Context: an optimization exercise on an open-source flow, tuned for small area and a short achievable clock period. The choices shown serve that exercise and are no tape-out recipe.
Where RTL was checked, it was by simulation tests only, not by an equivalence proof against the original.
No functional check of the RTL was part of run 1.

==> flow/design.v, too long to show whole: its modules and the start of the top module <==
// module top: 1740 lines
// module fa: 4 lines
// module ha: 4 lines
module top (input logic clk, rst,
            input logic enable, din,
            input logic signed [10:0] x,
            output logic signed [11:0] q,
            output logic spike);
  // ...
==> flow/flow/run.sh <==
#!/bin/bash
# Standard ORFS layout (the standard.sh), with timing repair aimed at a
# setup slack of 8.2 ns at the design's 12 ns clock, so that the resizer keeps
# improving paths that already meet 12 ns.  Logs: standard.log and orfs/logs.
set -euo pipefail
bash standard.sh SETUP_SLACK_MARGIN=8.2  BUFFER_PORTS_ARGS="-buffer_cell sky130_fd_sc_hd__buf_2" finish > standard.log 2>&1
==> flow/standard.sh <==
#!/bin/bash
# synth_recipe.tcl (not shown) runs the flow's synth.tcl, then flattens the netlist and writes it again
# the make line also repeats each setting of config.mk as NAME=value (left out here)
make -C /OpenROAD-flow-scripts/flow DESIGN_CONFIG=/design/flow/config.mk WORK_HOME=/design/flow/orfs CLKGATE_MAP_FILE= SYNTH_SCRIPT=/design/flow/synth_recipe.tcl "${@:-finish}"
==> flow/config.mk <==
export PLATFORM = sky130hd
export DESIGN_NAME = top
export DESIGN_NICKNAME = top
export VERILOG_FILES = /design/flow/design.v
export SDC_FILE = /design/flow/constraint.sdc
export NUM_CORES = 4
export LEC_CHECK = 0
export ABC_AREA = 1
export CAP_MARGIN = 20
export CORE_MARGIN = 2
export CORE_UTILIZATION = 40
export SETUP_SLACK_MARGIN = 5
export SLEW_MARGIN = 20
export SYNTH_HIERARCHICAL = 1
export SYNTH_MINIMUM_KEEP_SIZE = 0
==> flow/constraint.sdc <==
create_clock -name core_clock -period 12.0 [get_ports {clk}]
set_input_delay 2.4000 -clock core_clock [delete_from_list [all_inputs] [get_ports {clk}]]
set_output_delay 2.4000 -clock core_clock [all_outputs]
set_load 0.01 [all_outputs]
==> key figures, run 1 <==
Worst setup path
  • Crit path cell chain: clkinvlp_4, buf_4, buf_4, o21ai_0, fa_1, fa_1, ha_2, a21oi_2, o21ai_0, a2111oi_2, nand2_1, nor2_2, nor3b_2
  • CP max stage cell: fa_1
  • Setup crit start: btn[3]
  • Stages on worst setup path: 13

Logic synthesis
  • Post-Synth XOR/XNOR Area: 0.00444
  • Most common cell in the netlist: inv_1
  • Ys flop type: dfxtp_1
  • Number of synthesized flops with an enable pin: 0

Clock network
  • H-tree depth: 2
  • Root buf cell: clkbuf_16

Routing
  • Met3 routed WL: 3340 um
  • Routed met1 length: 33,900 um
  • Number of DRC markers in iteration 0: 1,257

Cells and area
  • Clock-cell share: 0.0502
  • Fin util: 0.462
  • Number of clock buffers in the layout: 60
  • Syn-to-layout area delta: 14.1%
  • Fill count: 6,994
  • Bufs w/o clock: 99
  • Layout cells sized above 1: 0.124
  • Layout Cells excl Fill: 4,457

STA
  • Relative slew margins: 0.560
  • Final Cycle Share: 0.318
  • Worst-margin pin slew: 0.661 ns

Floorplanning
  • Horiz. Die Dim: 276 um

Status
  • Run status: timing/DRC/antenna clean

Global routing
  • M1 GR Usage: 0.264
==> run 2, diff against run 1 <==
--- a/flow/design.v
+++ b/flow/design.v
@@ -517,16 +517,17 @@
 logic [11:0] pp3;
 logic bng3;
 logic [11:0] pp4;
 logic bng4;
 logic [10:0] z0;
 logic [10:0] z1;
 logic [10:0] z2;
 logic [10:0] z3;
+logic [10:0] z0n;
 logic [4:0] bop;
 logic [4:0] bon;
 logic [4:0] btp;
 logic [4:0] btn;
 logic [11:0] r5;
 logic pm_0_s;
 logic pm_0_c;
 logic pm_1_s;
@@ -1316,17 +1317,17 @@
 assign btp_n[3] = ~tb[8] & tb[7] & tb[6];
 assign btn_n[3] = tb[8] & ~tb[7] & ~tb[6];
 assign bop_n[4] = ~tb[10] & (tb[9] ^ tb[8]);
 assign bon_n[4] = tb[10] & (tb[9] ^ tb[8]);
 assign btp_n[4] = ~tb[10] & tb[9] & tb[8];
 assign btn_n[4] = tb[10] & ~tb[9] & ~tb[8];
 assign zs = {y2a[10], y2a};
 assign za = {z0[10], z0, 1'b0};
-assign zb = za;
+assign zb = ~{z0n[10], z0n, 1'b1};
 assign pp0[0] = (bop[0] & za[1]) | (bon[0] & ~za[1]) | (btp[0] & za[0]) | (btn[0] & ~za[0]);
 assign pp0[1] = (bop[0] & za[2]) | (bon[0] & ~za[2]) | (btp[0] & za[1]) | (btn[0] & ~za[1]);
 assign pp0[2] = (bop[0] & za[3]) | (bon[0] & ~za[3]) | (btp[0] & za[2]) | (btn[0] & ~za[2]);
 assign pp0[3] = (bop[0] & za[4]) | (bon[0] & ~za[4]) | (btp[0] & za[3]) | (btn[0] & ~za[3]);
 assign pp0[4] = (bop[0] & za[5]) | (bon[0] & ~za[5]) | (btp[0] & za[4]) | (btn[0] & ~za[4]);
 assign pp0[5] = (bop[0] & za[6]) | (bon[0] & ~za[6]) | (btp[0] & za[5]) | (btn[0] & ~za[5]);
 assign pp0[6] = (bop[0] & za[7]) | (bon[0] & ~za[7]) | (btp[0] & za[6]) | (btn[0] & ~za[6]);
 assign pp0[7] = (bop[0] & za[8]) | (bon[0] & ~za[8]) | (btp[0] & za[7]) | (btn[0] & ~za[7]);
@@ -1390,26 +1391,28 @@
 assign r5p = (t1n[9] ^ t1n[10]) ? (t1n[10] ? ~zs : zs) : 12'd0;
 assign r5_n = r5p + 12'd3414 + {11'd0, ~t1n[9] & t1n[10]};
 always_ff @(posedge clk) begin
   if (rst) begin
     z0 <= 11'd0;
     z1 <= 11'd0;
     z2 <= 11'd0;
     z3 <= 11'd0;
+    z0n <= 11'd2047;
     bop <= 5'd0;
     bon <= 5'd0;
     btp <= 5'd0;
     btn <= 5'd0;
     r5 <= 12'd3414;
   end else begin
     z0 <= y2a;
     z1 <= z0;
     z2 <= z1;
     z3 <= z2;
+    z0n <= ~y2a;
     bop <= bop_n;
     bon <= bon_n;
     btp <= btp_n;
     btn <= btn_n;
     r5 <= r5_n;
   end
 end
 ha pm_0 (.a(pp0[6]), .b(pp1[4]), .s(pm_0_s), .co(pm_0_c));
==> flow/flow/run.sh (replaced) <==
#!/bin/bash
# Standard ORFS layout (the standard.sh), with timing repair aimed at a
# setup slack of 8.2 ns at the design's 12 ns clock, so that the resizer keeps
# improving paths that already meet 12 ns.  Logs: standard.log and orfs/logs.
set -euo pipefail
bash standard.sh SETUP_SLACK_MARGIN=8.2 TNS_END_PERCENT=30 BUFFER_PORTS_ARGS="-buffer_cell sky130_fd_sc_hd__buf_2" finish > standard.log 2>&1
--- a/flow/config.mk
+++ b/flow/config.mk
@@ -5,11 +5,11 @@
 export SDC_FILE = /design/flow/constraint.sdc
 export NUM_CORES = 4
 export LEC_CHECK = 0
 export ABC_AREA = 1
 export CAP_MARGIN = 20
 export CORE_MARGIN = 2
 export CORE_UTILIZATION = 40
 export SETUP_SLACK_MARGIN = 5
-export SLEW_MARGIN = 20
+export SLEW_MARGIN = 60
 export SYNTH_HIERARCHICAL = 1
 export SYNTH_MINIMUM_KEEP_SIZE = 0
==> run 2 against run 1 <==
Final area down 1.7%. Highest routed layer unchanged. Still clean. Worst setup slack better by 0.079 ns. Cell count down 0.25%. Area after synthesis up 0.42%.
==> key figures, run 2 <==
Logic synthesis
  • Gate Count Post-Synth: 3,406 (was 3,391)
  • Netlist cell types: 54 (was 55)
  • Yosys reg bits: 403 (was 392)
  • Area leader, netlist: dfxtp_1 (unchanged)
  • Syn_area_per_cell: 8.73 sq um (about the same)
  • Warnings from Yosys: 7 (unchanged)
  • Syn Std Cell Area: 29,700 sq um (was 29,600 sq um)
  • Number of synthesized flops with an enable pin: 0 (unchanged)
  • Top cells by area, synth: dfxtp_1 27%, fa_1 24%, ha_1 13% (unchanged)
  • Most common cell in the netlist: inv_1 (unchanged)
  • Ys flop type: dfxtp_1 (unchanged)
  • Synth top cells by count: 527 x inv_1, 479 x nand2_1, 403 x dfxtp_1 (was 497 x inv_1, 443 x nand2_1, 392 x dfxtp_1)
  • Sequential area share after synthesis: 0.271 (was 0.265)
  • Ys async rst share: 0 (unchanged)
  • Yosys top cell area share: 0.271 (was 0.265)

Cells and area
  • Commonest non-fill, non-tap cell in the layout: inv_1 (unchanged)
  • Design Area, Final: 33,200 sq um (was 33,800 sq um)
  • Syn-to-layout area delta: 11.8% (was 14.1%)
  • Total Nets Final: 4,136 (was 4,142)
  • Inserted Diodes: 0 (unchanged)
  • Fin util: 0.454 (was 0.462)
  • Layout cells sized above 1: 0.0941 (was 0.124)
  • Most frequent cells in the layout: 518 x inv_1, 476 x nand2_1, 355 x fa_1, 341 x dfxtp_1 (was 484 x inv_1, 435 x nand2_1, 352 x fa_1, 327 x dfxtp_1, 313 x nor2_1)
  • Regs by FF count: h1 (21), h2 (21), v47 (19) (unchanged)

Clock network
  • Hold-fix buffer count after cts: 0 (unchanged)
  • Total CTS buffers: 46 (was 45)
  • Root buf cell: clkbuf_16 (unchanged)
  • Worst-Skew Late Latency: 0.61 ns (about the same)
  • Clk sinks: 403 (was 392)
  • Worst-path clk slew: 0.06 ns (about the same)
  • CTS tree: yes (unchanged)
  • H-tree depth: 2 (unchanged)
  • Clock buffer depth: 3 (unchanged)

Run
  • Maxcap violations: 0 (unchanged)

STA
  • Hold Vio Cnt, Final: 0 (unchanged)
  • Min Tclk post-route: 3.74 ns (was 3.81 ns)
  • Setup TNS Final: 0 ns (unchanged)
  • Final slew viol count: 0 (unchanged)
  • Final Cycle Share: 0.311 (was 0.318)
  • Worst-margin pin slew: 0.528 ns (was 0.661 ns)
  • Highest clock rate: 268 MHz (was 262 MHz)
  • Clock skew: 0.0341 ns (was 0.0241 ns)
  • Final hold slack: 0.400 ns (about the same)
  • Relative slew margins: 0.645 (was 0.560)
  • Final setup violation count: 0 (unchanged)
  • RSZ-0062 raised after global routing: yes (unchanged)

Routing
  • Vias: 22,207 (was 22,591)
  • # DRC: 0 (unchanged)
  • DR WL/cell: 15.5 um (was 16.2 um)
  • Final wirelength: 69,000 um (was 72,200 um)
  • Detail Route Antenna Nets: 0 (unchanged)
  • Avg Vias per Cell: 4.99 (was 5.07)
  • Number of DRC markers in iteration 0: 1,509 (was 1,257)
  • DRT Pass-1 Iters: 5 (was 6)

Global routing
  • M1 GR Usage: 0.258 (was 0.264)
  • Grt total ovfl: 0 (unchanged)
  • Initial antenna violation count: 0 (unchanged)
  • First-pass GRT wire length: 113,000 um (was 117,000 um)
  • Pin count of the biggest net entering global routing: 81 (was 84)
  • Busiest grt layer: met2 (unchanged)
  • Vias in the first global route: 21,503 (was 22,339)
  • Met3 global-route usage: 0.0239 (was 0.0256)
  • GRT Total Usage: 0.183 (was 0.189)
  • Met2 usage: 0.296 (was 0.308)

Worst setup path
  • Crit Reg-Reg Endpoint: y1a[9] (was p[11])
  • CP dominant cell by count: nor2_1
  • Reg2reg start: y1a[7] (was btn[3])
  • Critical path arrival: 4.30 ns (was 4.27 ns)
  • Kind of critical path: in -> reg (was reg -> reg)
  • CP max stage cell: fa_2 (was fa_1)
  • Flop-to-flop setup slack: 8.27 ns (was 8.19 ns)
  • Cells on worst reg2reg path: 15 (was 13)
  • Critical Path Fanout Max: 4 (was 8)
  • Setup crit end kind: register (unchanged)
  • Setup crit start: x[5] (was btn[3])
  • Crit path required time: 12.56 ns (was 12.46 ns)
  • Crit path cell chain: buf_2, ha_4, inv_2, fa_2, inv_2, nand3_1, nand2_2, nand2_1, nand2_1, a21oi_2, nor2_1, nor2_1, o21bai_1, nand2_1, inv_1, nor2_1, nor2_1, o21ai_1, inv_1 (was clkinvlp_4, buf_4, buf_4, o21ai_0, fa_1, fa_1, ha_2, a21oi_2, o21ai_0, a2111oi_2, nand2_1, nor2_2, nor3b_2)
  • Critical Path Start Type: primary input (was register)
  • Max stage delay on crit path: 0.33 ns (was 0.52 ns)

Floorplanning
  • Starting Density: 0.406 (was 0.405)
  • CORE AREA: 73,200 sq um (was 73,100 sq um)
  • I/O pin cnt: 28 (unchanged)
  • FP Rows: 99 (unchanged)
  • Die area: 76,500 sq um (was 76,200 sq um)
  • Horiz. Die Dim: 277 um (was 276 um)
  • Die height: 277 um (was 276 um)

Worst hold path
  • Worst Hold Path EP: z3[5] (was z3[8])
  • Hold path depth: 2 (unchanged)
  • HP Start: z2[5] (was z2[8])
  • Class of the worst hold path: reg -> reg (unchanged)

Placement
  • PortBufs: 27 (unchanged)
  • GPL Wtd Cong: 0.844 (was 0.847)
  • Placed wire-length estimate: 53,500 um (was 54,200 um)
  • Cell Area, Placed: 31,000 sq um (was 30,700 sq um)

Status
  • Run status: timing/DRC/antenna clean (unchanged)
[run 2: critical path, delay by kind of cell]
| kind | cells | cell delay, ns |
|---|---|---|
| AOI/OAI and AO/OA | 3 | 0.30 |
| adders and majority gates | 2 | 0.50 |
| buffers and inverters | 5 | 0.43 |
| and+or+nand+nor | 9 | 0.65 |
[run 2: metrics by stage]
stage | setup WS (ns) | cells
final | 8.26 | 4446
after global routing | 8.07 | 4446
after CTS | 8.10 | 4415
after detailed placement | 7.67 | 4333
after global placement | 7.20 | 4332
after floorplan | 8.06 | 3407
[run 2: logic make-up (layout without fill, tap and decap cells)]
kind of cell / count (synthesis) / count (layout) / share of synthesized area
buf+inv: 600 / 680 / 0.0761
flops: 403 / 403 / 0.271
xor+xnor: 16 / 16 / 0.00471
simple gates: 998 / 998 / 0.142
other cells: 1 / 2 / 0.000126
compound gates: 723 / 723 / 0.136
fa+ha+maj: 665 / 665 / 0.370
[run 2: repair_timing]
action / 4_1_cts / 5_1_grt
buffers inserted: 3 / 30
hold endpoints to repair: 0 / 0
endpoints found under the setup margin: 28 / 47
pin swaps: 2 / 14
resized for setup: 48 / 96
[run 2: layer usage]
metal / vias to the layer above / share of wire / wire length (um)
met5: - / 0 / 0
met4: 0 / 0.022 / 1540
met3: 98 / 0.045 / 3070
met2: 407 / 0.45 / 31100
met1: 10500 / 0.48 / 33300
li1: 11202 / - / -
[run 2: per-module statistics from Yosys, one instance, submodules excluded]
module / cells inside / area, sq um / copies in the design
fa: 1 / 20.0 / 348
ha: 1 / 12.5 / 73
top: 2985 / 21800 / 1
[run 2: worst max-delay path by stage]
stage	slack, ns	end	depth (start not counted)
5_1_grt	8.07	h1[20]	15
3_3_place_gp	7.20	fd_r[6]	5
3_5_place_dp	7.67	w33[15]	19
6_report	8.26	w33[15]	19
2_1_floorplan	8.06	w33[15]	18
4_1_cts	8.10	y2a[9]	13
[run 2: layout make-up]
type	count	area, sq um
multi-input combinational	2404	19700
tap	959	1200
sequential	403	8210
clock inverter	17	268
clock buffer	62	1300
inverter	534	2040
timing repair buffer	67	541
fill	7132	40000

-- what the ideal ports hide --
How much do the figures lean on ideal ports? The routed layouts below were timed once more, with nothing changed but the port constraints. Step 1 assumes that a clkbuf_16 drives the clock port and a buf_2 every other input. Step 2 adds t to the input delays and takes it off the output delays; t is the mean of the earliest and latest rising clock arrival at the registers after step 1. Input paths then give back, and output paths get back, about the clock's delay inside the block. Three values: no drivers, after step 1, after step 2; two values: the first two.
run	t, ns	slack for setup (ns)	hold slack, ns	clock arrival spread, ns	slew at the worst register clock pin (ns)
run 1	0.651	8.185 / 8.185 / 7.612	0.400 / 0.400 / 0.400	0.025 / 0.024	0.07 / 0.07
run 2	0.657	8.265 / 8.265 / 7.642	0.400 / 0.400 / 0.400	0.038 / 0.038	0.06 / 0.06
After both steps setup and hold are still met in every run listed. For run 2, which loses most, drivers alone change the setup slack by 0.000 ns; drivers and shift together by -0.623 ns.
